Source: an optimization exercise on an open RTL-to-GDS flow (aim: small area, a short achievable clock period and few clock cycles per item). Production flows keep margins and buffers that such runs may drop. Function not checked in this run: the RTL went through the layout flow alone.

## flow/config.mk

```make
export PLATFORM = sky130hd
export DESIGN_NAME = complex_multiplier
export DESIGN_NICKNAME = complex_multiplier
export VERILOG_FILES = /design/flow/design.v
export SDC_FILE = /design/flow/constraint.sdc
export NUM_CORES = 4
export LEC_CHECK = 0
export CAP_MARGIN = 20
export CORE_MARGIN = 2
export CORE_UTILIZATION = 40
export SLEW_MARGIN = 20
export SYNTH_HIERARCHICAL = 1
export SYNTH_MINIMUM_KEEP_SIZE = 0
```

## flow/constraint.sdc

```tcl
create_clock -name core_clock -period 10.0 [get_ports {clk}]
set_input_delay 2.0000 -clock core_clock [delete_from_list [all_inputs] [get_ports {clk}]]
set_output_delay 2.0000 -clock core_clock [all_outputs]
set_load 0.01 [all_outputs]
```

## flow/design.v

```verilog
`default_nettype none
`timescale 1ns / 1ps
module fixed_point_multiplier
#(
    parameter INTEGER_WIDTH = 3,
    parameter FRACTIONAL_WIDTH = 13
)
(
    input  wire [15:0] input_a,
    input  wire [15:0] input_b,
    output wire [15:0] output_prod
);
    wire [15:0] x = input_a;
    wire [15:0] y = input_b;
    wire pp0_0;
    wire pp0_1;
    wire pp0_2;
    wire pp0_3;
    wire pp0_4;
    wire pp0_5;
    wire pp0_6;
    wire pp0_7;
    wire pp0_8;
    wire pp0_9;
    wire pp0_10;
    wire pp0_11;
    wire pp0_12;
    wire pp0_13;
    wire pp0_14;
    wire pp0_15;
    wire pp1_0;
    wire pp1_1;
    wire pp1_2;
    wire pp1_3;
    wire pp1_4;
    wire pp1_5;
    wire pp1_6;
    wire pp1_7;
    wire pp1_8;
    wire pp1_9;
    wire pp1_10;
    wire pp1_11;
    wire pp1_12;
    wire pp1_13;
    wire pp1_14;
    wire pp1_15;
    wire pp2_0;
    wire pp2_1;
    wire pp2_2;
    wire pp2_3;
    wire pp2_4;
    wire pp2_5;
    wire pp2_6;
    wire pp2_7;
    wire pp2_8;
    wire pp2_9;
    wire pp2_10;
    wire pp2_11;
    wire pp2_12;
    wire pp2_13;
    wire pp2_14;
    wire pp2_15;
    wire pp3_0;
    wire pp3_1;
    wire pp3_2;
    wire pp3_3;
    wire pp3_4;
    wire pp3_5;
    wire pp3_6;
    wire pp3_7;
    wire pp3_8;
    wire pp3_9;
    wire pp3_10;
    wire pp3_11;
    wire pp3_12;
    wire pp3_13;
    wire pp3_14;
    wire pp3_15;
    wire pp4_0;
    wire pp4_1;
    wire pp4_2;
    wire pp4_3;
    wire pp4_4;
    wire pp4_5;
    wire pp4_6;
    wire pp4_7;
    wire pp4_8;
    wire pp4_9;
    wire pp4_10;
    wire pp4_11;
    wire pp4_12;
    wire pp4_13;
    wire pp4_14;
    wire pp4_15;
    wire pp5_0;
    wire pp5_1;
    wire pp5_2;
    wire pp5_3;
    wire pp5_4;
    wire pp5_5;
    wire pp5_6;
    wire pp5_7;
    wire pp5_8;
    wire pp5_9;
    wire pp5_10;
    wire pp5_11;
    wire pp5_12;
    wire pp5_13;
    wire pp5_14;
    wire pp5_15;
    wire pp6_0;
    wire pp6_1;
    wire pp6_2;
    wire pp6_3;
    wire pp6_4;
    wire pp6_5;
    wire pp6_6;
    wire pp6_7;
    wire pp6_8;
    wire pp6_9;
    wire pp6_10;
    wire pp6_11;
    wire pp6_12;
    wire pp6_13;
    wire pp6_14;
    wire pp6_15;
    wire pp7_0;
    wire pp7_1;
    wire pp7_2;
    wire pp7_3;
    wire pp7_4;
    wire pp7_5;
    wire pp7_6;
    wire pp7_7;
    wire pp7_8;
    wire pp7_9;
    wire pp7_10;
    wire pp7_11;
    wire pp7_12;
    wire pp7_13;
    wire pp7_14;
    wire pp7_15;
    wire pp8_0;
    wire pp8_1;
    wire pp8_2;
    wire pp8_3;
    wire pp8_4;
    wire pp8_5;
    wire pp8_6;
    wire pp8_7;
    wire pp8_8;
    wire pp8_9;
    wire pp8_10;
    wire pp8_11;
    wire pp8_12;
    wire pp8_13;
    wire pp8_14;
    wire pp8_15;
    wire pp9_0;
    wire pp9_1;
    wire pp9_2;
    wire pp9_3;
    wire pp9_4;
    wire pp9_5;
    wire pp9_6;
    wire pp9_7;
    wire pp9_8;
    wire pp9_9;
    wire pp9_10;
    wire pp9_11;
    wire pp9_12;
    wire pp9_13;
    wire pp9_14;
    wire pp9_15;
    wire pp10_0;
    wire pp10_1;
    wire pp10_2;
    wire pp10_3;
    wire pp10_4;
    wire pp10_5;
    wire pp10_6;
    wire pp10_7;
    wire pp10_8;
    wire pp10_9;
    wire pp10_10;
    wire pp10_11;
    wire pp10_12;
    wire pp10_13;
    wire pp10_14;
    wire pp10_15;
    wire pp11_0;
    wire pp11_1;
    wire pp11_2;
    wire pp11_3;
    wire pp11_4;
    wire pp11_5;
    wire pp11_6;
    wire pp11_7;
    wire pp11_8;
    wire pp11_9;
    wire pp11_10;
    wire pp11_11;
    wire pp11_12;
    wire pp11_13;
    wire pp11_14;
    wire pp11_15;
    wire pp12_0;
    wire pp12_1;
    wire pp12_2;
    wire pp12_3;
    wire pp12_4;
    wire pp12_5;
    wire pp12_6;
    wire pp12_7;
    wire pp12_8;
    wire pp12_9;
    wire pp12_10;
    wire pp12_11;
    wire pp12_12;
    wire pp12_13;
    wire pp12_14;
    wire pp12_15;
    wire pp13_0;
    wire pp13_1;
    wire pp13_2;
    wire pp13_3;
    wire pp13_4;
    wire pp13_5;
    wire pp13_6;
    wire pp13_7;
    wire pp13_8;
    wire pp13_9;
    wire pp13_10;
    wire pp13_11;
    wire pp13_12;
    wire pp13_13;
    wire pp13_14;
    wire pp14_0;
    wire pp14_1;
    wire pp14_2;
    wire pp14_3;
    wire pp14_4;
    wire pp14_5;
    wire pp14_6;
    wire pp14_7;
    wire pp14_8;
    wire pp14_9;
    wire pp14_10;
    wire pp14_11;
    wire pp14_12;
    wire pp14_13;
    wire pp15_0;
    wire pp15_1;
    wire pp15_2;
    wire pp15_3;
    wire pp15_4;
    wire pp15_5;
    wire pp15_6;
    wire pp15_7;
    wire pp15_8;
    wire pp15_9;
    wire pp15_10;
    wire pp15_11;
    wire pp15_12;
    wire s1;
    wire c2;
    wire s3;
    wire c4;
    wire s5;
    wire c6;
    wire s7;
    wire c8;
    wire s9;
    wire c10;
    wire s11;
    wire c12;
    wire s13;
    wire c14;
    wire s15;
    wire c16;
    wire s17;
    wire c18;
    wire s19;
    wire c20;
    wire s21;
    wire c22;
    wire s23;
    wire c24;
    wire s25;
    wire c26;
    wire s27;
    wire c28;
    wire s29;
    wire c30;
    wire s31;
    wire c32;
    wire s33;
    wire c34;
    wire s35;
    wire c36;
    wire s37;
    wire c38;
    wire s39;
    wire c40;
    wire s41;
    wire c42;
    wire s43;
    wire c44;
    wire s45;
    wire c46;
    wire s47;
    wire c48;
    wire s49;
    wire c50;
    wire s51;
    wire c52;
    wire s53;
    wire c54;
    wire s55;
    wire c56;
    wire s57;
    wire c58;
    wire s59;
    wire c60;
    wire s61;
    wire c62;
    wire s63;
    wire c64;
    wire s65;
    wire c66;
    wire s67;
    wire c68;
    wire s69;
    wire c70;
    wire s71;
    wire c72;
    wire s73;
    wire c74;
    wire s75;
    wire c76;
    wire s77;
    wire c78;
    wire s79;
    wire c80;
    wire s81;
    wire c82;
    wire s83;
    wire c84;
    wire s85;
    wire c86;
    wire s87;
    wire c88;
    wire s89;
    wire c90;
    wire s91;
    wire c92;
    wire s93;
    wire c94;
    wire s95;
    wire c96;
    wire s97;
    wire c98;
    wire s99;
    wire c100;
    wire s101;
    wire c102;
    wire s103;
    wire c104;
    wire s105;
    wire c106;
    wire s107;
    wire c108;
    wire s109;
    wire c110;
    wire s111;
    wire c112;
    wire s113;
    wire c114;
    wire s115;
    wire c116;
    wire s117;
    wire c118;
    wire s119;
    wire c120;
    wire s121;
    wire c122;
    wire s123;
    wire c124;
    wire s125;
    wire c126;
    wire s127;
    wire c128;
    wire s129;
    wire c130;
    wire s131;
    wire c132;
    wire s133;
    wire c134;
    wire s135;
    wire c136;
    wire s137;
    wire c138;
    wire s139;
    wire c140;
    wire s141;
    wire c142;
    wire s143;
    wire c144;
    wire s145;
    wire c146;
    wire s147;
    wire c148;
    wire s149;
    wire c150;
    wire s151;
    wire c152;
    wire s153;
    wire c154;
    wire s155;
    wire c156;
    wire s157;
    wire c158;
    wire s159;
    wire c160;
    wire s161;
    wire c162;
    wire s163;
    wire c164;
    wire s165;
    wire c166;
    wire s167;
    wire c168;
    wire s169;
    wire c170;
    wire s171;
    wire c172;
    wire s173;
    wire c174;
    wire s175;
    wire c176;
    wire s177;
    wire c178;
    wire s179;
    wire c180;
    wire s181;
    wire c182;
    wire s183;
    wire c184;
    wire s185;
    wire c186;
    wire s187;
    wire c188;
    wire s189;
    wire c190;
    wire s191;
    wire c192;
    wire s193;
    wire c194;
    wire s195;
    wire c196;
    wire s197;
    wire c198;
    wire s199;
    wire c200;
    wire s201;
    wire c202;
    wire s203;
    wire c204;
    wire s205;
    wire c206;
    wire s207;
    wire c208;
    wire s209;
    wire c210;
    wire s211;
    wire c212;
    wire s213;
    wire c214;
    wire s215;
    wire c216;
    wire s217;
    wire c218;
    wire s219;
    wire c220;
    wire s221;
    wire c222;
    wire s223;
    wire c224;
    wire s225;
    wire c226;
    wire s227;
    wire c228;
    wire s229;
    wire c230;
    wire s231;
    wire c232;
    wire s233;
    wire c234;
    wire s235;
    wire c236;
    wire s237;
    wire c238;
    wire s239;
    wire c240;
    wire s241;
    wire c242;
    wire s243;
    wire c244;
    wire s245;
    wire c246;
    wire s247;
    wire c248;
    wire s249;
    wire c250;
    wire s251;
    wire c252;
    wire s253;
    wire c254;
    wire s255;
    wire c256;
    wire s257;
    wire c258;
    wire s259;
    wire c260;
    wire s261;
    wire c262;
    wire s263;
    wire c264;
    wire s265;
    wire c266;
    wire s267;
    wire c268;
    wire s269;
    wire c270;
    wire s271;
    wire c272;
    wire s273;
    wire c274;
    wire s275;
    wire c276;
    wire s277;
    wire c278;
    wire s279;
    wire c280;
    wire s281;
    wire c282;
    wire s283;
    wire c284;
    wire s285;
    wire c286;
    wire s287;
    wire c288;
    wire s289;
    wire c290;
    wire s291;
    wire c292;
    wire s293;
    wire c294;
    wire s295;
    wire c296;
    wire s297;
    wire c298;
    wire s299;
    wire c300;
    wire s301;
    wire c302;
    wire s303;
    wire c304;
    wire s305;
    wire c306;
    wire s307;
    wire c308;
    wire s309;
    wire c310;
    wire s311;
    wire c312;
    wire s313;
    wire c314;
    wire s315;
    wire c316;
    wire s317;
    wire c318;
    wire s319;
    wire c320;
    wire s321;
    wire c322;
    wire s323;
    wire c324;
    wire s325;
    wire c326;
    wire s327;
    wire c328;
    wire s329;
    wire c330;
    wire s331;
    wire c332;
    wire s333;
    wire c334;
    wire s335;
    wire c336;
    wire s337;
    wire c338;
    wire s339;
    wire c340;
    wire s341;
    wire c342;
    wire s343;
    wire c344;
    wire s345;
    wire c346;
    wire s347;
    wire c348;
    wire s349;
    wire c350;
    wire s351;
    wire c352;
    wire s353;
    wire c354;
    wire s355;
    wire c356;
    wire s357;
    wire c358;
    wire s359;
    wire c360;
    wire s361;
    wire c362;
    wire s363;
    wire c364;
    wire s365;
    wire c366;
    wire s367;
    wire c368;
    wire s369;
    wire c370;
    wire s371;
    wire c372;
    wire s373;
    wire c374;
    wire s375;
    wire c376;
    wire s377;
    wire c378;
    wire s379;
    wire c380;
    wire s381;
    wire c382;
    wire s383;
    wire c384;
    wire s385;
    wire c386;
    wire s387;
    wire c388;
    wire s389;
    wire c390;
    wire s391;
    wire c392;
    wire s393;
    wire c394;
    wire s395;
    wire c396;
    wire s397;
    wire c398;
    wire s399;
    wire c400;
    wire s401;
    wire c402;
    wire s403;
    wire c404;
    wire s405;
    wire c406;
    wire s407;
    wire c408;
    wire s409;
    wire c410;
    wire s411;
    wire c412;
    wire s413;
    wire c414;
    assign pp0_0 = x[0] & y[0];
    assign pp0_1 = x[0] & y[1];
    assign pp0_2 = x[0] & y[2];
    assign pp0_3 = x[0] & y[3];
    assign pp0_4 = x[0] & y[4];
    assign pp0_5 = x[0] & y[5];
    assign pp0_6 = x[0] & y[6];
    assign pp0_7 = x[0] & y[7];
    assign pp0_8 = x[0] & y[8];
    assign pp0_9 = x[0] & y[9];
    assign pp0_10 = x[0] & y[10];
    assign pp0_11 = x[0] & y[11];
    assign pp0_12 = x[0] & y[12];
    assign pp0_13 = x[0] & y[13];
    assign pp0_14 = x[0] & y[14];
    assign pp0_15 = ~(x[0] & y[15]);
    assign pp1_0 = x[1] & y[0];
    assign pp1_1 = x[1] & y[1];
    assign pp1_2 = x[1] & y[2];
    assign pp1_3 = x[1] & y[3];
    assign pp1_4 = x[1] & y[4];
    assign pp1_5 = x[1] & y[5];
    assign pp1_6 = x[1] & y[6];
    assign pp1_7 = x[1] & y[7];
    assign pp1_8 = x[1] & y[8];
    assign pp1_9 = x[1] & y[9];
    assign pp1_10 = x[1] & y[10];
    assign pp1_11 = x[1] & y[11];
    assign pp1_12 = x[1] & y[12];
    assign pp1_13 = x[1] & y[13];
    assign pp1_14 = x[1] & y[14];
    assign pp1_15 = ~(x[1] & y[15]);
    assign pp2_0 = x[2] & y[0];
    assign pp2_1 = x[2] & y[1];
    assign pp2_2 = x[2] & y[2];
    assign pp2_3 = x[2] & y[3];
    assign pp2_4 = x[2] & y[4];
    assign pp2_5 = x[2] & y[5];
    assign pp2_6 = x[2] & y[6];
    assign pp2_7 = x[2] & y[7];
    assign pp2_8 = x[2] & y[8];
    assign pp2_9 = x[2] & y[9];
    assign pp2_10 = x[2] & y[10];
    assign pp2_11 = x[2] & y[11];
    assign pp2_12 = x[2] & y[12];
    assign pp2_13 = x[2] & y[13];
    assign pp2_14 = x[2] & y[14];
    assign pp2_15 = ~(x[2] & y[15]);
    assign pp3_0 = x[3] & y[0];
    assign pp3_1 = x[3] & y[1];
    assign pp3_2 = x[3] & y[2];
    assign pp3_3 = x[3] & y[3];
    assign pp3_4 = x[3] & y[4];
    assign pp3_5 = x[3] & y[5];
    assign pp3_6 = x[3] & y[6];
    assign pp3_7 = x[3] & y[7];
    assign pp3_8 = x[3] & y[8];
    assign pp3_9 = x[3] & y[9];
    assign pp3_10 = x[3] & y[10];
    assign pp3_11 = x[3] & y[11];
    assign pp3_12 = x[3] & y[12];
    assign pp3_13 = x[3] & y[13];
    assign pp3_14 = x[3] & y[14];
    assign pp3_15 = ~(x[3] & y[15]);
    assign pp4_0 = x[4] & y[0];
    assign pp4_1 = x[4] & y[1];
    assign pp4_2 = x[4] & y[2];
    assign pp4_3 = x[4] & y[3];
    assign pp4_4 = x[4] & y[4];
    assign pp4_5 = x[4] & y[5];
    assign pp4_6 = x[4] & y[6];
    assign pp4_7 = x[4] & y[7];
    assign pp4_8 = x[4] & y[8];
    assign pp4_9 = x[4] & y[9];
    assign pp4_10 = x[4] & y[10];
    assign pp4_11 = x[4] & y[11];
    assign pp4_12 = x[4] & y[12];
    assign pp4_13 = x[4] & y[13];
    assign pp4_14 = x[4] & y[14];
    assign pp4_15 = ~(x[4] & y[15]);
    assign pp5_0 = x[5] & y[0];
    assign pp5_1 = x[5] & y[1];
    assign pp5_2 = x[5] & y[2];
    assign pp5_3 = x[5] & y[3];
    assign pp5_4 = x[5] & y[4];
    assign pp5_5 = x[5] & y[5];
    assign pp5_6 = x[5] & y[6];
    assign pp5_7 = x[5] & y[7];
    assign pp5_8 = x[5] & y[8];
    assign pp5_9 = x[5] & y[9];
    assign pp5_10 = x[5] & y[10];
    assign pp5_11 = x[5] & y[11];
    assign pp5_12 = x[5] & y[12];
    assign pp5_13 = x[5] & y[13];
    assign pp5_14 = x[5] & y[14];
    assign pp5_15 = ~(x[5] & y[15]);
    assign pp6_0 = x[6] & y[0];
    assign pp6_1 = x[6] & y[1];
    assign pp6_2 = x[6] & y[2];
    assign pp6_3 = x[6] & y[3];
    assign pp6_4 = x[6] & y[4];
    assign pp6_5 = x[6] & y[5];
    assign pp6_6 = x[6] & y[6];
    assign pp6_7 = x[6] & y[7];
    assign pp6_8 = x[6] & y[8];
    assign pp6_9 = x[6] & y[9];
    assign pp6_10 = x[6] & y[10];
    assign pp6_11 = x[6] & y[11];
    assign pp6_12 = x[6] & y[12];
    assign pp6_13 = x[6] & y[13];
    assign pp6_14 = x[6] & y[14];
    assign pp6_15 = ~(x[6] & y[15]);
    assign pp7_0 = x[7] & y[0];
    assign pp7_1 = x[7] & y[1];
    assign pp7_2 = x[7] & y[2];
    assign pp7_3 = x[7] & y[3];
    assign pp7_4 = x[7] & y[4];
    assign pp7_5 = x[7] & y[5];
    assign pp7_6 = x[7] & y[6];
    assign pp7_7 = x[7] & y[7];
    assign pp7_8 = x[7] & y[8];
    assign pp7_9 = x[7] & y[9];
    assign pp7_10 = x[7] & y[10];
    assign pp7_11 = x[7] & y[11];
    assign pp7_12 = x[7] & y[12];
    assign pp7_13 = x[7] & y[13];
    assign pp7_14 = x[7] & y[14];
    assign pp7_15 = ~(x[7] & y[15]);
    assign pp8_0 = x[8] & y[0];
    assign pp8_1 = x[8] & y[1];
    assign pp8_2 = x[8] & y[2];
    assign pp8_3 = x[8] & y[3];
    assign pp8_4 = x[8] & y[4];
    assign pp8_5 = x[8] & y[5];
    assign pp8_6 = x[8] & y[6];
    assign pp8_7 = x[8] & y[7];
    assign pp8_8 = x[8] & y[8];
    assign pp8_9 = x[8] & y[9];
    assign pp8_10 = x[8] & y[10];
    assign pp8_11 = x[8] & y[11];
    assign pp8_12 = x[8] & y[12];
    assign pp8_13 = x[8] & y[13];
    assign pp8_14 = x[8] & y[14];
    assign pp8_15 = ~(x[8] & y[15]);
    assign pp9_0 = x[9] & y[0];
    assign pp9_1 = x[9] & y[1];
    assign pp9_2 = x[9] & y[2];
    assign pp9_3 = x[9] & y[3];
    assign pp9_4 = x[9] & y[4];
    assign pp9_5 = x[9] & y[5];
    assign pp9_6 = x[9] & y[6];
    assign pp9_7 = x[9] & y[7];
    assign pp9_8 = x[9] & y[8];
    assign pp9_9 = x[9] & y[9];
    assign pp9_10 = x[9] & y[10];
    assign pp9_11 = x[9] & y[11];
    assign pp9_12 = x[9] & y[12];
    assign pp9_13 = x[9] & y[13];
    assign pp9_14 = x[9] & y[14];
    assign pp9_15 = ~(x[9] & y[15]);
    assign pp10_0 = x[10] & y[0];
    assign pp10_1 = x[10] & y[1];
    assign pp10_2 = x[10] & y[2];
    assign pp10_3 = x[10] & y[3];
    assign pp10_4 = x[10] & y[4];
    assign pp10_5 = x[10] & y[5];
    assign pp10_6 = x[10] & y[6];
    assign pp10_7 = x[10] & y[7];
    assign pp10_8 = x[10] & y[8];
    assign pp10_9 = x[10] & y[9];
    assign pp10_10 = x[10] & y[10];
    assign pp10_11 = x[10] & y[11];
    assign pp10_12 = x[10] & y[12];
    assign pp10_13 = x[10] & y[13];
    assign pp10_14 = x[10] & y[14];
    assign pp10_15 = ~(x[10] & y[15]);
    assign pp11_0 = x[11] & y[0];
    assign pp11_1 = x[11] & y[1];
    assign pp11_2 = x[11] & y[2];
    assign pp11_3 = x[11] & y[3];
    assign pp11_4 = x[11] & y[4];
    assign pp11_5 = x[11] & y[5];
    assign pp11_6 = x[11] & y[6];
    assign pp11_7 = x[11] & y[7];
    assign pp11_8 = x[11] & y[8];
    assign pp11_9 = x[11] & y[9];
    assign pp11_10 = x[11] & y[10];
    assign pp11_11 = x[11] & y[11];
    assign pp11_12 = x[11] & y[12];
    assign pp11_13 = x[11] & y[13];
    assign pp11_14 = x[11] & y[14];
    assign pp11_15 = ~(x[11] & y[15]);
    assign pp12_0 = x[12] & y[0];
    assign pp12_1 = x[12] & y[1];
    assign pp12_2 = x[12] & y[2];
    assign pp12_3 = x[12] & y[3];
    assign pp12_4 = x[12] & y[4];
    assign pp12_5 = x[12] & y[5];
    assign pp12_6 = x[12] & y[6];
    assign pp12_7 = x[12] & y[7];
    assign pp12_8 = x[12] & y[8];
    assign pp12_9 = x[12] & y[9];
    assign pp12_10 = x[12] & y[10];
    assign pp12_11 = x[12] & y[11];
    assign pp12_12 = x[12] & y[12];
    assign pp12_13 = x[12] & y[13];
    assign pp12_14 = x[12] & y[14];
    assign pp12_15 = ~(x[12] & y[15]);
    assign pp13_0 = x[13] & y[0];
    assign pp13_1 = x[13] & y[1];
    assign pp13_2 = x[13] & y[2];
    assign pp13_3 = x[13] & y[3];
    assign pp13_4 = x[13] & y[4];
    assign pp13_5 = x[13] & y[5];
    assign pp13_6 = x[13] & y[6];
    assign pp13_7 = x[13] & y[7];
    assign pp13_8 = x[13] & y[8];
    assign pp13_9 = x[13] & y[9];
    assign pp13_10 = x[13] & y[10];
    assign pp13_11 = x[13] & y[11];
    assign pp13_12 = x[13] & y[12];
    assign pp13_13 = x[13] & y[13];
    assign pp13_14 = x[13] & y[14];
    assign pp14_0 = x[14] & y[0];
    assign pp14_1 = x[14] & y[1];
    assign pp14_2 = x[14] & y[2];
    assign pp14_3 = x[14] & y[3];
    assign pp14_4 = x[14] & y[4];
    assign pp14_5 = x[14] & y[5];
    assign pp14_6 = x[14] & y[6];
    assign pp14_7 = x[14] & y[7];
    assign pp14_8 = x[14] & y[8];
    assign pp14_9 = x[14] & y[9];
    assign pp14_10 = x[14] & y[10];
    assign pp14_11 = x[14] & y[11];
    assign pp14_12 = x[14] & y[12];
    assign pp14_13 = x[14] & y[13];
    assign pp15_0 = ~(x[15] & y[0]);
    assign pp15_1 = ~(x[15] & y[1]);
    assign pp15_2 = ~(x[15] & y[2]);
    assign pp15_3 = ~(x[15] & y[3]);
    assign pp15_4 = ~(x[15] & y[4]);
    assign pp15_5 = ~(x[15] & y[5]);
    assign pp15_6 = ~(x[15] & y[6]);
    assign pp15_7 = ~(x[15] & y[7]);
    assign pp15_8 = ~(x[15] & y[8]);
    assign pp15_9 = ~(x[15] & y[9]);
    assign pp15_10 = ~(x[15] & y[10]);
    assign pp15_11 = ~(x[15] & y[11]);
    assign pp15_12 = ~(x[15] & y[12]);
    cm_ha u_s1 (.a(pp0_13), .b(pp1_12), .s(s1), .co(c2));
    cm_fa u_s3 (.a(pp0_14), .b(pp1_13), .ci(pp2_12), .s(s3), .co(c4));
    cm_ha u_s5 (.a(pp3_11), .b(pp4_10), .s(s5), .co(c6));
    cm_fa u_s7 (.a(pp0_15), .b(pp1_14), .ci(pp2_13), .s(s7), .co(c8));
    cm_fa u_s9 (.a(pp3_12), .b(pp4_11), .ci(pp5_10), .s(s9), .co(c10));
    cm_ha u_s11 (.a(pp6_9), .b(pp7_8), .s(s11), .co(c12));
    cm_fa u_s13 (.a(pp1_15), .b(pp2_14), .ci(pp3_13), .s(s13), .co(c14));
    cm_fa u_s15 (.a(pp4_12), .b(pp5_11), .ci(pp6_10), .s(s15), .co(c16));
    cm_fa u_s17 (.a(pp7_9), .b(pp8_8), .ci(pp9_7), .s(s17), .co(c18));
    cm_fa u_s19 (.a(pp2_15), .b(pp3_14), .ci(pp4_13), .s(s19), .co(c20));
    cm_fa u_s21 (.a(pp5_12), .b(pp6_11), .ci(pp7_10), .s(s21), .co(c22));
    cm_fa u_s23 (.a(pp3_15), .b(pp4_14), .ci(pp5_13), .s(s23), .co(c24));
    cm_ha u_s25 (.a(pp0_9), .b(pp1_8), .s(s25), .co(c26));
    cm_fa u_s27 (.a(pp0_10), .b(pp1_9), .ci(pp2_8), .s(s27), .co(c28));
    cm_ha u_s29 (.a(pp3_7), .b(pp4_6), .s(s29), .co(c30));
    cm_fa u_s31 (.a(pp0_11), .b(pp1_10), .ci(pp2_9), .s(s31), .co(c32));
    cm_fa u_s33 (.a(pp3_8), .b(pp4_7), .ci(pp5_6), .s(s33), .co(c34));
    cm_ha u_s35 (.a(pp6_5), .b(pp7_4), .s(s35), .co(c36));
    cm_fa u_s37 (.a(pp0_12), .b(pp1_11), .ci(pp2_10), .s(s37), .co(c38));
    cm_fa u_s39 (.a(pp3_9), .b(pp4_8), .ci(pp5_7), .s(s39), .co(c40));
    cm_fa u_s41 (.a(pp6_6), .b(pp7_5), .ci(pp8_4), .s(s41), .co(c42));
    cm_ha u_s43 (.a(pp9_3), .b(pp10_2), .s(s43), .co(c44));
    cm_fa u_s45 (.a(s1), .b(pp2_11), .ci(pp3_10), .s(s45), .co(c46));
    cm_fa u_s47 (.a(pp4_9), .b(pp5_8), .ci(pp6_7), .s(s47), .co(c48));
    cm_fa u_s49 (.a(pp7_6), .b(pp8_5), .ci(pp9_4), .s(s49), .co(c50));
    cm_fa u_s51 (.a(pp10_3), .b(pp11_2), .ci(pp12_1), .s(s51), .co(c52));
    cm_fa u_s53 (.a(s3), .b(s5), .ci(pp5_9), .s(s53), .co(c54));
    cm_fa u_s55 (.a(pp6_8), .b(pp7_7), .ci(pp8_6), .s(s55), .co(c56));
    cm_fa u_s57 (.a(pp9_5), .b(pp10_4), .ci(pp11_3), .s(s57), .co(c58));
    cm_fa u_s59 (.a(pp12_2), .b(pp13_1), .ci(pp14_0), .s(s59), .co(c60));
    cm_fa u_s61 (.a(s7), .b(s9), .ci(s11), .s(s61), .co(c62));
    cm_fa u_s63 (.a(pp8_7), .b(pp9_6), .ci(pp10_5), .s(s63), .co(c64));
    cm_fa u_s65 (.a(pp11_4), .b(pp12_3), .ci(pp13_2), .s(s65), .co(c66));
    cm_fa u_s67 (.a(pp14_1), .b(pp15_0), .ci(c4), .s(s67), .co(c68));
    cm_fa u_s69 (.a(s13), .b(s15), .ci(s17), .s(s69), .co(c70));
    cm_fa u_s71 (.a(pp10_6), .b(pp11_5), .ci(pp12_4), .s(s71), .co(c72));
    cm_fa u_s73 (.a(pp13_3), .b(pp14_2), .ci(pp15_1), .s(s73), .co(c74));
    assign s75 = ~(c8 ^ c10);
    assign c76 = c8 | c10;
    cm_fa u_s77 (.a(s19), .b(s21), .ci(pp8_9), .s(s77), .co(c78));
    cm_fa u_s79 (.a(pp9_8), .b(pp10_7), .ci(pp11_6), .s(s79), .co(c80));
    cm_fa u_s81 (.a(pp12_5), .b(pp13_4), .ci(pp14_3), .s(s81), .co(c82));
    cm_fa u_s83 (.a(pp15_2), .b(c14), .ci(c16), .s(s83), .co(c84));
    cm_fa u_s85 (.a(s23), .b(pp6_12), .ci(pp7_11), .s(s85), .co(c86));
    cm_fa u_s87 (.a(pp8_10), .b(pp9_9), .ci(pp10_8), .s(s87), .co(c88));
    cm_fa u_s89 (.a(pp11_7), .b(pp12_6), .ci(pp13_5), .s(s89), .co(c90));
    cm_fa u_s91 (.a(pp14_4), .b(pp15_3), .ci(c20), .s(s91), .co(c92));
    cm_fa u_s93 (.a(pp4_15), .b(pp5_14), .ci(pp6_13), .s(s93), .co(c94));
    cm_fa u_s95 (.a(pp7_12), .b(pp8_11), .ci(pp9_10), .s(s95), .co(c96));
    cm_fa u_s97 (.a(pp10_9), .b(pp11_8), .ci(pp12_7), .s(s97), .co(c98));
    cm_fa u_s99 (.a(pp13_6), .b(pp14_5), .ci(pp15_4), .s(s99), .co(c100));
    cm_fa u_s101 (.a(pp5_15), .b(pp6_14), .ci(pp7_13), .s(s101), .co(c102));
    cm_fa u_s103 (.a(pp8_12), .b(pp9_11), .ci(pp10_10), .s(s103), .co(c104));
    cm_fa u_s105 (.a(pp11_9), .b(pp12_8), .ci(pp13_7), .s(s105), .co(c106));
    cm_fa u_s107 (.a(pp6_15), .b(pp7_14), .ci(pp8_13), .s(s107), .co(c108));
    cm_fa u_s109 (.a(pp9_12), .b(pp10_11), .ci(pp11_10), .s(s109), .co(c110));
    cm_fa u_s111 (.a(pp7_15), .b(pp8_14), .ci(pp9_13), .s(s111), .co(c112));
    cm_ha u_s113 (.a(pp0_6), .b(pp1_5), .s(s113), .co(c114));
    cm_fa u_s115 (.a(pp0_7), .b(pp1_6), .ci(pp2_5), .s(s115), .co(c116));
    cm_ha u_s117 (.a(pp3_4), .b(pp4_3), .s(s117), .co(c118));
    cm_fa u_s119 (.a(pp0_8), .b(pp1_7), .ci(pp2_6), .s(s119), .co(c120));
    cm_fa u_s121 (.a(pp3_5), .b(pp4_4), .ci(pp5_3), .s(s121), .co(c122));
    cm_ha u_s123 (.a(pp6_2), .b(pp7_1), .s(s123), .co(c124));
    cm_fa u_s125 (.a(s25), .b(pp2_7), .ci(pp3_6), .s(s125), .co(c126));
    cm_fa u_s127 (.a(pp4_5), .b(pp5_4), .ci(pp6_3), .s(s127), .co(c128));
    cm_fa u_s129 (.a(pp7_2), .b(pp8_1), .ci(pp9_0), .s(s129), .co(c130));
    cm_fa u_s131 (.a(s27), .b(s29), .ci(pp5_5), .s(s131), .co(c132));
    cm_fa u_s133 (.a(pp6_4), .b(pp7_3), .ci(pp8_2), .s(s133), .co(c134));
    cm_fa u_s135 (.a(pp9_1), .b(pp10_0), .ci(c26), .s(s135), .co(c136));
    cm_fa u_s137 (.a(s31), .b(s33), .ci(s35), .s(s137), .co(c138));
    cm_fa u_s139 (.a(pp8_3), .b(pp9_2), .ci(pp10_1), .s(s139), .co(c140));
    cm_fa u_s141 (.a(pp11_0), .b(c28), .ci(c30), .s(s141), .co(c142));
    cm_fa u_s143 (.a(s37), .b(s39), .ci(s41), .s(s143), .co(c144));
    cm_fa u_s145 (.a(s43), .b(pp11_1), .ci(pp12_0), .s(s145), .co(c146));
    cm_fa u_s147 (.a(c32), .b(c34), .ci(c36), .s(s147), .co(c148));
    cm_fa u_s149 (.a(s45), .b(s47), .ci(s49), .s(s149), .co(c150));
    cm_fa u_s151 (.a(s51), .b(pp13_0), .ci(c38), .s(s151), .co(c152));
    cm_fa u_s153 (.a(c40), .b(c42), .ci(c44), .s(s153), .co(c154));
    cm_fa u_s155 (.a(s53), .b(s55), .ci(s57), .s(s155), .co(c156));
    cm_fa u_s157 (.a(s59), .b(c2), .ci(c46), .s(s157), .co(c158));
    cm_fa u_s159 (.a(c48), .b(c50), .ci(c52), .s(s159), .co(c160));
    cm_fa u_s161 (.a(s61), .b(s63), .ci(s65), .s(s161), .co(c162));
    cm_fa u_s163 (.a(s67), .b(c6), .ci(c54), .s(s163), .co(c164));
    cm_fa u_s165 (.a(c56), .b(c58), .ci(c60), .s(s165), .co(c166));
    cm_fa u_s167 (.a(s69), .b(s71), .ci(s73), .s(s167), .co(c168));
    cm_fa u_s169 (.a(s75), .b(c12), .ci(c62), .s(s169), .co(c170));
    cm_fa u_s171 (.a(c64), .b(c66), .ci(c68), .s(s171), .co(c172));
    cm_fa u_s173 (.a(s77), .b(s79), .ci(s81), .s(s173), .co(c174));
    cm_fa u_s175 (.a(s83), .b(c18), .ci(c70), .s(s175), .co(c176));
    cm_fa u_s177 (.a(c72), .b(c74), .ci(c76), .s(s177), .co(c178));
    cm_fa u_s179 (.a(s85), .b(s87), .ci(s89), .s(s179), .co(c180));
    cm_fa u_s181 (.a(s91), .b(c22), .ci(c78), .s(s181), .co(c182));
    cm_fa u_s183 (.a(c80), .b(c82), .ci(c84), .s(s183), .co(c184));
    cm_fa u_s185 (.a(s93), .b(s95), .ci(s97), .s(s185), .co(c186));
    cm_fa u_s187 (.a(s99), .b(c24), .ci(c86), .s(s187), .co(c188));
    cm_fa u_s189 (.a(c88), .b(c90), .ci(c92), .s(s189), .co(c190));
    cm_fa u_s191 (.a(s101), .b(s103), .ci(s105), .s(s191), .co(c192));
    cm_fa u_s193 (.a(pp14_6), .b(pp15_5), .ci(c94), .s(s193), .co(c194));
    cm_fa u_s195 (.a(c96), .b(c98), .ci(c100), .s(s195), .co(c196));
    cm_fa u_s197 (.a(s107), .b(s109), .ci(pp12_9), .s(s197), .co(c198));
    cm_fa u_s199 (.a(pp13_8), .b(pp14_7), .ci(pp15_6), .s(s199), .co(c200));
    cm_fa u_s201 (.a(c102), .b(c104), .ci(c106), .s(s201), .co(c202));
    cm_fa u_s203 (.a(s111), .b(pp10_12), .ci(pp11_11), .s(s203), .co(c204));
    cm_fa u_s205 (.a(pp12_10), .b(pp13_9), .ci(pp14_8), .s(s205), .co(c206));
    cm_fa u_s207 (.a(pp15_7), .b(c108), .ci(c110), .s(s207), .co(c208));
    cm_fa u_s209 (.a(pp8_15), .b(pp9_14), .ci(pp10_13), .s(s209), .co(c210));
    cm_fa u_s211 (.a(pp11_12), .b(pp12_11), .ci(pp13_10), .s(s211), .co(c212));
    cm_fa u_s213 (.a(pp14_9), .b(pp15_8), .ci(c112), .s(s213), .co(c214));
    cm_fa u_s215 (.a(pp9_15), .b(pp10_14), .ci(pp11_13), .s(s215), .co(c216));
    cm_fa u_s217 (.a(pp12_12), .b(pp13_11), .ci(pp14_10), .s(s217), .co(c218));
    cm_fa u_s219 (.a(pp10_15), .b(pp11_14), .ci(pp12_13), .s(s219), .co(c220));
    cm_ha u_s221 (.a(pp0_4), .b(pp1_3), .s(s221), .co(c222));
    cm_fa u_s223 (.a(pp0_5), .b(pp1_4), .ci(pp2_3), .s(s223), .co(c224));
    cm_ha u_s225 (.a(pp3_2), .b(pp4_1), .s(s225), .co(c226));
    cm_fa u_s227 (.a(s113), .b(pp2_4), .ci(pp3_3), .s(s227), .co(c228));
    cm_fa u_s229 (.a(pp4_2), .b(pp5_1), .ci(pp6_0), .s(s229), .co(c230));
    cm_fa u_s231 (.a(s115), .b(s117), .ci(pp5_2), .s(s231), .co(c232));
    cm_fa u_s233 (.a(pp6_1), .b(pp7_0), .ci(c114), .s(s233), .co(c234));
    cm_fa u_s235 (.a(s119), .b(s121), .ci(s123), .s(s235), .co(c236));
    cm_fa u_s237 (.a(pp8_0), .b(c116), .ci(c118), .s(s237), .co(c238));
    cm_fa u_s239 (.a(s125), .b(s127), .ci(s129), .s(s239), .co(c240));
    cm_fa u_s241 (.a(c120), .b(c122), .ci(c124), .s(s241), .co(c242));
    cm_fa u_s243 (.a(s131), .b(s133), .ci(s135), .s(s243), .co(c244));
    cm_fa u_s245 (.a(c126), .b(c128), .ci(c130), .s(s245), .co(c246));
    cm_fa u_s247 (.a(s137), .b(s139), .ci(s141), .s(s247), .co(c248));
    cm_fa u_s249 (.a(c132), .b(c134), .ci(c136), .s(s249), .co(c250));
    cm_fa u_s251 (.a(s143), .b(s145), .ci(s147), .s(s251), .co(c252));
    cm_fa u_s253 (.a(c138), .b(c140), .ci(c142), .s(s253), .co(c254));
    cm_fa u_s255 (.a(s149), .b(s151), .ci(s153), .s(s255), .co(c256));
    cm_fa u_s257 (.a(c144), .b(c146), .ci(c148), .s(s257), .co(c258));
    cm_fa u_s259 (.a(s155), .b(s157), .ci(s159), .s(s259), .co(c260));
    cm_fa u_s261 (.a(c150), .b(c152), .ci(c154), .s(s261), .co(c262));
    cm_fa u_s263 (.a(s161), .b(s163), .ci(s165), .s(s263), .co(c264));
    cm_fa u_s265 (.a(c156), .b(c158), .ci(c160), .s(s265), .co(c266));
    cm_fa u_s267 (.a(s167), .b(s169), .ci(s171), .s(s267), .co(c268));
    cm_fa u_s269 (.a(c162), .b(c164), .ci(c166), .s(s269), .co(c270));
    cm_fa u_s271 (.a(s173), .b(s175), .ci(s177), .s(s271), .co(c272));
    cm_fa u_s273 (.a(c168), .b(c170), .ci(c172), .s(s273), .co(c274));
    cm_fa u_s275 (.a(s179), .b(s181), .ci(s183), .s(s275), .co(c276));
    cm_fa u_s277 (.a(c174), .b(c176), .ci(c178), .s(s277), .co(c278));
    cm_fa u_s279 (.a(s185), .b(s187), .ci(s189), .s(s279), .co(c280));
    cm_fa u_s281 (.a(c180), .b(c182), .ci(c184), .s(s281), .co(c282));
    cm_fa u_s283 (.a(s191), .b(s193), .ci(s195), .s(s283), .co(c284));
    cm_fa u_s285 (.a(c186), .b(c188), .ci(c190), .s(s285), .co(c286));
    cm_fa u_s287 (.a(s197), .b(s199), .ci(s201), .s(s287), .co(c288));
    cm_fa u_s289 (.a(c192), .b(c194), .ci(c196), .s(s289), .co(c290));
    cm_fa u_s291 (.a(s203), .b(s205), .ci(s207), .s(s291), .co(c292));
    cm_fa u_s293 (.a(c198), .b(c200), .ci(c202), .s(s293), .co(c294));
    cm_fa u_s295 (.a(s209), .b(s211), .ci(s213), .s(s295), .co(c296));
    cm_fa u_s297 (.a(c204), .b(c206), .ci(c208), .s(s297), .co(c298));
    cm_fa u_s299 (.a(s215), .b(s217), .ci(pp15_9), .s(s299), .co(c300));
    cm_fa u_s301 (.a(c210), .b(c212), .ci(c214), .s(s301), .co(c302));
    cm_fa u_s303 (.a(s219), .b(pp13_12), .ci(pp14_11), .s(s303), .co(c304));
    cm_fa u_s305 (.a(pp15_10), .b(c216), .ci(c218), .s(s305), .co(c306));
    cm_fa u_s307 (.a(pp11_15), .b(pp12_14), .ci(pp13_13), .s(s307), .co(c308));
    cm_fa u_s309 (.a(pp14_12), .b(pp15_11), .ci(c220), .s(s309), .co(c310));
    cm_fa u_s311 (.a(pp12_15), .b(pp13_14), .ci(pp14_13), .s(s311), .co(c312));
    cm_ha u_s313 (.a(pp0_3), .b(pp1_2), .s(s313), .co(c314));
    cm_fa u_s315 (.a(s221), .b(pp2_2), .ci(pp3_1), .s(s315), .co(c316));
    cm_fa u_s317 (.a(s223), .b(s225), .ci(pp5_0), .s(s317), .co(c318));
    cm_fa u_s319 (.a(s227), .b(s229), .ci(c224), .s(s319), .co(c320));
    cm_fa u_s321 (.a(s231), .b(s233), .ci(c228), .s(s321), .co(c322));
    cm_fa u_s323 (.a(s235), .b(s237), .ci(c232), .s(s323), .co(c324));
    cm_fa u_s325 (.a(s239), .b(s241), .ci(c236), .s(s325), .co(c326));
    cm_fa u_s327 (.a(s243), .b(s245), .ci(c240), .s(s327), .co(c328));
    cm_fa u_s329 (.a(s247), .b(s249), .ci(c244), .s(s329), .co(c330));
    cm_fa u_s331 (.a(s251), .b(s253), .ci(c248), .s(s331), .co(c332));
    cm_fa u_s333 (.a(s255), .b(s257), .ci(c252), .s(s333), .co(c334));
    cm_fa u_s335 (.a(s259), .b(s261), .ci(c256), .s(s335), .co(c336));
    cm_fa u_s337 (.a(s263), .b(s265), .ci(c260), .s(s337), .co(c338));
    cm_fa u_s339 (.a(s267), .b(s269), .ci(c264), .s(s339), .co(c340));
    cm_fa u_s341 (.a(s271), .b(s273), .ci(c268), .s(s341), .co(c342));
    cm_fa u_s343 (.a(s275), .b(s277), .ci(c272), .s(s343), .co(c344));
    cm_fa u_s345 (.a(s279), .b(s281), .ci(c276), .s(s345), .co(c346));
    cm_fa u_s347 (.a(s283), .b(s285), .ci(c280), .s(s347), .co(c348));
    cm_fa u_s349 (.a(s287), .b(s289), .ci(c284), .s(s349), .co(c350));
    cm_fa u_s351 (.a(s291), .b(s293), .ci(c288), .s(s351), .co(c352));
    cm_fa u_s353 (.a(s295), .b(s297), .ci(c292), .s(s353), .co(c354));
    cm_fa u_s355 (.a(s299), .b(s301), .ci(c296), .s(s355), .co(c356));
    cm_fa u_s357 (.a(s303), .b(s305), .ci(c300), .s(s357), .co(c358));
    cm_fa u_s359 (.a(s307), .b(s309), .ci(c304), .s(s359), .co(c360));
    cm_fa u_s361 (.a(s311), .b(pp15_12), .ci(c308), .s(s361), .co(c362));
    cm_ha u_s363 (.a(pp0_2), .b(pp1_1), .s(s363), .co(c364));
    cm_fa u_s365 (.a(s313), .b(pp2_1), .ci(pp3_0), .s(s365), .co(c366));
    cm_fa u_s367 (.a(s315), .b(pp4_0), .ci(c314), .s(s367), .co(c368));
    cm_fa u_s369 (.a(s317), .b(c222), .ci(c316), .s(s369), .co(c370));
    cm_fa u_s371 (.a(s319), .b(c226), .ci(c318), .s(s371), .co(c372));
    cm_fa u_s373 (.a(s321), .b(c230), .ci(c320), .s(s373), .co(c374));
    cm_fa u_s375 (.a(s323), .b(c234), .ci(c322), .s(s375), .co(c376));
    cm_fa u_s377 (.a(s325), .b(c238), .ci(c324), .s(s377), .co(c378));
    cm_fa u_s379 (.a(s327), .b(c242), .ci(c326), .s(s379), .co(c380));
    cm_fa u_s381 (.a(s329), .b(c246), .ci(c328), .s(s381), .co(c382));
    cm_fa u_s383 (.a(s331), .b(c250), .ci(c330), .s(s383), .co(c384));
    cm_fa u_s385 (.a(s333), .b(c254), .ci(c332), .s(s385), .co(c386));
    cm_fa u_s387 (.a(s335), .b(c258), .ci(c334), .s(s387), .co(c388));
    cm_fa u_s389 (.a(s337), .b(c262), .ci(c336), .s(s389), .co(c390));
    cm_fa u_s391 (.a(s339), .b(c266), .ci(c338), .s(s391), .co(c392));
    cm_fa u_s393 (.a(s341), .b(c270), .ci(c340), .s(s393), .co(c394));
    cm_fa u_s395 (.a(s343), .b(c274), .ci(c342), .s(s395), .co(c396));
    cm_fa u_s397 (.a(s345), .b(c278), .ci(c344), .s(s397), .co(c398));
    cm_fa u_s399 (.a(s347), .b(c282), .ci(c346), .s(s399), .co(c400));
    cm_fa u_s401 (.a(s349), .b(c286), .ci(c348), .s(s401), .co(c402));
    cm_fa u_s403 (.a(s351), .b(c290), .ci(c350), .s(s403), .co(c404));
    cm_fa u_s405 (.a(s353), .b(c294), .ci(c352), .s(s405), .co(c406));
    cm_fa u_s407 (.a(s355), .b(c298), .ci(c354), .s(s407), .co(c408));
    cm_fa u_s409 (.a(s357), .b(c302), .ci(c356), .s(s409), .co(c410));
    cm_fa u_s411 (.a(s359), .b(c306), .ci(c358), .s(s411), .co(c412));
    cm_fa u_s413 (.a(s361), .b(c310), .ci(c360), .s(s413), .co(c414));
    wire [27:0] ra = {s413, s411, s409, s407, s405, s403, s401, s399, s397, s395, s393, s391, s389, s387, s385, s383, s381, s379, s377, s375, s373, s371, s369, s367, s365, s363, pp0_1, pp0_0};
    wire [27:0] rb = {c412, c410, c408, c406, c404, c402, c400, c398, c396, c394, c392, c390, c388, c386, c384, c382, c380, c378, c376, c374, c372, c370, c368, c366, c364, pp2_0, pp1_0, 1'b0};
    wire [27:0] p = ra + rb;
    wire sgn = (x[15] ^ y[15]) & (|x) & (|y);
    assign output_prod = {sgn, p[27:13]};
endmodule
module cm_fa (input wire a, input wire b, input wire ci, output wire s, output wire co);
    assign s = a ^ b ^ ci;
    assign co = (a & b) | (a & ci) | (b & ci);
endmodule
module cm_ha (input wire a, input wire b, output wire s, output wire co);
    assign s = a ^ b;
    assign co = a & b;
endmodule
`default_nettype none
`timescale 1ns / 1ps
module complex_multiplier
#(
    parameter INTEGER_WIDTH = 3,
    parameter FRACTIONAL_WIDTH = 13
)
(
    input  wire                                          clk,
    input  wire                                          rst_n,
    input  wire                                          input_a_tvalid,
    output wire                                          input_a_tready,
    input  wire [2*(INTEGER_WIDTH+FRACTIONAL_WIDTH)-1:0] input_a_tdata,
    input  wire                                          input_b_tvalid,
    output wire                                          input_b_tready,
    input  wire [2*(INTEGER_WIDTH+FRACTIONAL_WIDTH)-1:0] input_b_tdata,
    output reg                                           output_prod_tvalid,
    input  wire                                          output_prod_tready,
    output wire [2*(INTEGER_WIDTH+FRACTIONAL_WIDTH)-1:0] output_prod_tdata
);
    localparam W = INTEGER_WIDTH + FRACTIONAL_WIDTH;
    reg          v0, v1;
    reg  [W-1:0] ar, ai, br, bi;
    reg  [W-1:0] rr1, rr2, ri1, ri2;
    reg  [W-1:0] prod_real, prod_imag;
    wire en2 = ~output_prod_tvalid | output_prod_tready;
    wire en1 = ~v1 | en2;
    wire en0 = ~v0 | en1;
    assign input_a_tready = en0;
    assign input_b_tready = en0;
    assign output_prod_tdata = {prod_imag, prod_real};
    wire [W-1:0] m_rr1, m_rr2, m_ri1, m_ri2;
    always @(posedge clk) begin
        if (!rst_n) begin
            v0 <= 1'b0;
            v1 <= 1'b0;
            output_prod_tvalid <= 1'b0;
        end else begin
            if (en0) v0 <= input_a_tvalid & input_b_tvalid;
            if (en1) v1 <= v0;
            if (en2) output_prod_tvalid <= v1;
        end
    end
    always @(posedge clk) begin
        if (en0) begin
            ar <= input_a_tdata[W-1:0];
            ai <= input_a_tdata[2*W-1:W];
            br <= input_b_tdata[W-1:0];
            bi <= input_b_tdata[2*W-1:W];
        end
        if (en1) begin
            rr1 <= m_rr1;
            rr2 <= m_rr2;
            ri1 <= m_ri1;
            ri2 <= m_ri2;
        end
        if (en2) begin
            prod_real <= rr1 - rr2;
            prod_imag <= ri1 + ri2;
        end
    end
    fixed_point_multiplier #(.INTEGER_WIDTH(INTEGER_WIDTH), .FRACTIONAL_WIDTH(FRACTIONAL_WIDTH))
        mul_rr1 (.input_a(ar), .input_b(br), .output_prod(m_rr1));
    fixed_point_multiplier #(.INTEGER_WIDTH(INTEGER_WIDTH), .FRACTIONAL_WIDTH(FRACTIONAL_WIDTH))
        mul_rr2 (.input_a(ai), .input_b(bi), .output_prod(m_rr2));
    fixed_point_multiplier #(.INTEGER_WIDTH(INTEGER_WIDTH), .FRACTIONAL_WIDTH(FRACTIONAL_WIDTH))
        mul_ri1 (.input_a(ar), .input_b(bi), .output_prod(m_ri1));
    fixed_point_multiplier #(.INTEGER_WIDTH(INTEGER_WIDTH), .FRACTIONAL_WIDTH(FRACTIONAL_WIDTH))
        mul_ri2 (.input_a(ai), .input_b(br), .output_prod(m_ri2));
endmodule
```

## flow/run.sh

```bash
#!/bin/bash
# synth_recipe.tcl (not shown) runs the flow's synth.tcl, then flattens the netlist and writes it again
# the make line also repeats each setting of config.mk as NAME=value (left out here)
make -C /OpenROAD-flow-scripts/flow DESIGN_CONFIG=/design/flow/config.mk WORK_HOME=/design/flow/orfs CLKGATE_MAP_FILE= SYNTH_SCRIPT=/design/flow/synth_recipe.tcl finish
```

==> impl.org <==
** Die
- DIE HEIGHT :: 295 µm
- The total area inside the core boundary comes to 83700 µm².
- The die is 295 µm wide.
- I/O pin count :: 104
- The floorplan has 106 rows.
- Starting density of the core :: 40.4%
- The floorplan step defined a die boundary enclosing 86900 µm².

** Worst setup path
- Top cell family by delay on the critical path :: buffers and inverters
- Type of the worst setup path :: input pin to output port
- Data required time of the critical path :: 8.00 ns
- The signal on the critical path passes through clkdlybuf4s50_1, nor2b_1, nand3_4, buf_4, clkdlybuf4s50_1.
- In this run the worst path has a maximum fanout of 37.
- Number of buffers and inverters on the critical path :: 3
- For this run, the slowest stage of the critical path takes 0.56 ns.
- The worst register-to-register path has a setup slack of 3.65 ns.
- Cell with the biggest individual delay on the critical path :: clkdlybuf4s50_1
- Worst Reg2Reg Path Length in Cells :: 16
- In this run the critical register-to-register path is captured at ri1[12].
- The worst setup path is launched from an input pin.
- Endpoint arrival time on the critical path :: 4.46 ns
- Startpoint of the worst-slack reg-to-reg timing path :: bi[7]
- The worst setup path is captured at an output port.
- Counting stages on the worst path, the most repeated cell is clkdlybuf4s50_1.

** Drt
- After detailed routing, the number of vias per cell comes to 5.53.
- Residual antenna-violating net count after detailed routing :: 0
- The final layout contains routed wiring with a total length of 99200 µm.
- Initial detailed-routing violation count :: 1436
- Router iterations before antenna repair :: 5
- Routed length per instance :: 23.6 µm
- For this run, design rule violations remaining after detail routing come to 0.
- Detailed routing inserted a total of 23300 vias.

** Cells and area
- After routing the design area is 36800 µm².
- The multi-input combinational cells in the finished layout cover a total of 28200 µm².
- Final Net Count :: 4087
- The count of cells in the finished layout, fillers not included, comes to 4207.
- Final design utilization :: 44.0%
- The filler cells instantiated in the layout total 7850.
- The library cell used most frequently in the layout, excluding fill and tap cells, is and2_1.
- Cells with a size suffix above 1 make up 4.72% of the layout.
- Summing all flip-flop and latch instances after layout gives 4860 µm².
- Area growth from synthesis to layout :: 8.77%
- In the layout the commonest cells are and2_1 (887), fa_1 (770), nand2_1 (200), ha_1 (190), edfxtp_1 (160).

** STA
- Setup violations remaining at the end of the flow were counted as 0.
- Clock period minus final worst setup slack :: 6.46 ns
- For the final routed database, the setup TNS stands at 0 ns.
- The worst pin sits at a relative slew slack of 40.9%.
- Setup repair after global routing missed its margin :: false
- Achievable Freq :: 0.155 GHz
- The number of slew-limit violations in the final report is 0.
- Across the routed clock network, the largest skew measured is 0.0221 ns.
- The total count of hold-check failures in the final report came to 0.
- Share of the clock period used by the worst path :: 64.6%
- Once routing completed, OpenROAD measured the worst setup slack at 3.54 ns.
- On the final layout, the worst hold slack is 0.545 ns.
- For the pin with the worst max-slew slack, the measured transition is 0.886 ns.

** Place
- At the placement stage, the worst setup path has a slack of 3.57 ns.
- IO Port Bufs :: 103
- The HPWL after detailed placement is 67600 µm.
- The congestion estimate from routability-driven global placement came to 0.904.
- After detailed placement, the total cell area comes to 36200 µm².
- After detailed placement, the design holds a cell count of 4173.

** Clocking
- TritonCTS created 17 clock buffers.
- The clock drives 163 sinks.
- Post-CTS repair changed the size of 0 cells.
- Clock-pin slew of the registers on the worst-case setup and hold paths :: 0.07 ns
- In this run the post-CTS setup repair buffer count came out at 0.
- The clock passes through at most 2 buffers.
- TritonCTS built the clock tree.
- Later-pin clock latency in the skew report :: 0.51 ns
- The tree is rooted in a clkbuf_16.
- The H-tree was split into 4 levels.
- After clock tree synthesis, the flow added hold-fix buffers numbering 0.

** Logic synthesis
- Summing the sequential cell areas from Yosys gives 14.4% of the chip area.
- The Yosys step of the flow raised 7 warnings.
- The most used flip-flop cell after synthesis is edfxtp_1.
- Netlist area before placement :: 33800 µm²
- After synthesis, the share of flip-flops with an asynchronous set or reset is 0%.
- Synthesized netlist net count :: 4048
- After synthesis, the mean cell area works out to 11.2 µm².
- Gate count of the mapped netlist :: 3019
- Number of flops mapped to enable cells by yosys :: 160
- #FFs+latches synth :: 163
- Cell variety after synth :: 55

** GRT
- Number of global-route vias before repair :: 25500
- Global-route total usage across every layer :: 24.0%
- The total overflow left after global routing is 0.
- First-pass GRT wire length :: 155000 µm
- Maximum number of pins on one net before global-route repair :: 65
- Antenna violations before repair :: 2

** Outcome
- Result of the run :: finished clean

** Hold path
- Classification of the worst-slack hold path :: register to register
- Start point of the worst min-delay path :: v0
- End point of the worst hold path :: v1
- The worst hold path was traced through 2 stages.

** Flow run
- Across the run, the number of max-cap violations was 0.
[worst reg2reg max path: stages (launching register included)]
cell and delay (ns):
edfxtp_1 0.91, buf_4 0.38, and2_1 0.20, fa_1 0.43
fa_1 0.48, fa_1 0.52, fa_1 0.52, fa_1 0.53
fa_1 0.53, ha_1 0.40, nand2_1 0.09, o21ai_0 0.35
nor2_1 0.07, nor3_1 0.22, o2111ai_1 0.15, o221ai_1 0.22
xor2_1 0.11
[Yosys cell counts, types with 3 or more instances]
| library cell | n | area share, % |
|---|---|---|
| buf_2 | 4 | 0.059 |
| o21a_1 | 15 | 0.33 |
| clkbuf_1 | 136 | 1.5 |
| nor2_1 | 62 | 0.69 |
| edfxtp_1 | 160 | 14 |
| o221ai_1 | 5 | 0.13 |
| nand4_1 | 22 | 0.41 |
| dfxtp_1 | 3 | 0.18 |
| and2_1 | 887 | 16 |
| xor2_1 | 33 | 0.85 |
| o311ai_4 | 4 | 0.31 |
| a41oi_2 | 4 | 0.19 |
| o2111ai_1 | 10 | 0.26 |
| or3_1 | 7 | 0.13 |
| o21ai_0 | 51 | 0.75 |
| o221a_2 | 4 | 0.13 |
| a21boi_0 | 6 | 0.13 |
| or2_2 | 5 | 0.092 |
| nand3_1 | 40 | 0.59 |
| buf_4 | 5 | 0.11 |
| ha_1 | 190 | 7.0 |
| o31ai_1 | 4 | 0.089 |
| nor2b_1 | 4 | 0.074 |
| a211o_1 | 6 | 0.16 |
| a21oi_2 | 8 | 0.21 |
| a41oi_1 | 4 | 0.10 |
| a21o_1 | 14 | 0.31 |
| mux2_2 | 4 | 0.13 |
| o21ai_2 | 4 | 0.10 |
| a31oi_1 | 23 | 0.43 |
| a21oi_1 | 97 | 1.4 |
| o21bai_1 | 17 | 0.38 |
| nor3_1 | 17 | 0.25 |
| xnor2_1 | 55 | 1.4 |
| a211oi_2 | 5 | 0.18 |
| a211oi_4 | 4 | 0.24 |
| inv_1 | 52 | 0.58 |
| and3_1 | 9 | 0.17 |
| fa_1 | 770 | 46 |
| a211oi_1 | 8 | 0.18 |
| nand2_1 | 201 | 2.2 |
| o22ai_1 | 4 | 0.074 |
| o211ai_1 | 10 | 0.22 |
| clkbuf_2 | 4 | 0.059 |
| nor4_1 | 28 | 0.52 |
[how the worst max path moves through the flow]
stage / from / to / cells past startpoint
global route: bi[7] / ri1[12] / 16
global placement: output_prod_tready / input_b_tready / 5
floorplan: output_prod_tready / input_b_tready / 3
CTS: output_prod_tready / input_b_tready / 5
finish: output_prod_tready / input_b_tready / 5
detailed placement: output_prod_tready / input_b_tready / 5
[cell type report]
cell class | instances | share of cell area (%)
Clock buffer | 18 | 1.17
Inverter | 52 | 0.530
Antenna cell | 2 | 0.0136
Sequential cell | 163 | 13.2
Multi-Input combinational cell | 2655 | 76.6
Tap cell | 1134 | 3.85
Timing Repair Buffer | 169 | 4.15
Clock inverter | 14 | 0.442
[per-module statistics from Yosys, one instance, submodules excluded, excerpt]
module / area [µm²] / times used
complex_multiplier: 6520 / 1
cm_fa: 20.0 / 768
cm_ha: 12.5 / 56
[per-layer routing]
layer | up-vias | routed length (µm) | global-route usage [%] | part of all wire [%]
met5 | - | 13 | 0 | 0.013
met4 | 2 | 2600 | 6.78 | 2.6
met3 | 155 | 8570 | 6.24 | 8.6
met2 | 913 | 45500 | 38.0 | 46
met1 | 12200 | 42500 | 32.6 | 43
li1 | 9969 | - | - | -
[cell families after synthesis]
logic type               count (synthesis)  synth area share, %
AO/OA/AOI/OAI                          318                 6.71
XOR/XNOR                                88                 2.28
adder cells (fa/ha/maj)                960                 52.6
buffers and inverters                  201                 2.31
flip-flops                             163                 14.4
multiplexers                             4                0.133
AND/OR/NAND/NOR                       1285                 21.6

==> separate check: timing with driven ports <==
How much do the figures lean on ideal ports? The routed layout below was timed once more, with nothing changed but the port constraints. Step 1 (the two cells are an assumption about what drives the block):
set clk [get_ports {clk}]
set_driving_cell -lib_cell sky130_fd_sc_hd__clkbuf_16 $clk
set_driving_cell -lib_cell sky130_fd_sc_hd__buf_2 [delete_from_list [all_inputs] $clk]
Step 2 adds t to the input delays and takes it off the output delays; t is the mean of the earliest and latest rising clock arrival at the registers after step 1. Input paths then give back, and output paths get back, about the clock's delay inside the block. Three values: ideal, step 1, step 2; two values: the first two.
t (ns): 0.557
setup slack, ns: 3.543 / 3.517 / 3.517
latest minus earliest clock arrival (ns): 0.023 / 0.023
worst slew at a driven data input, ns: 0.05
After both steps this run still meets setup and hold. For this run, drivers alone change the setup slack by -0.026 ns; drivers and shift together by -0.026 ns.
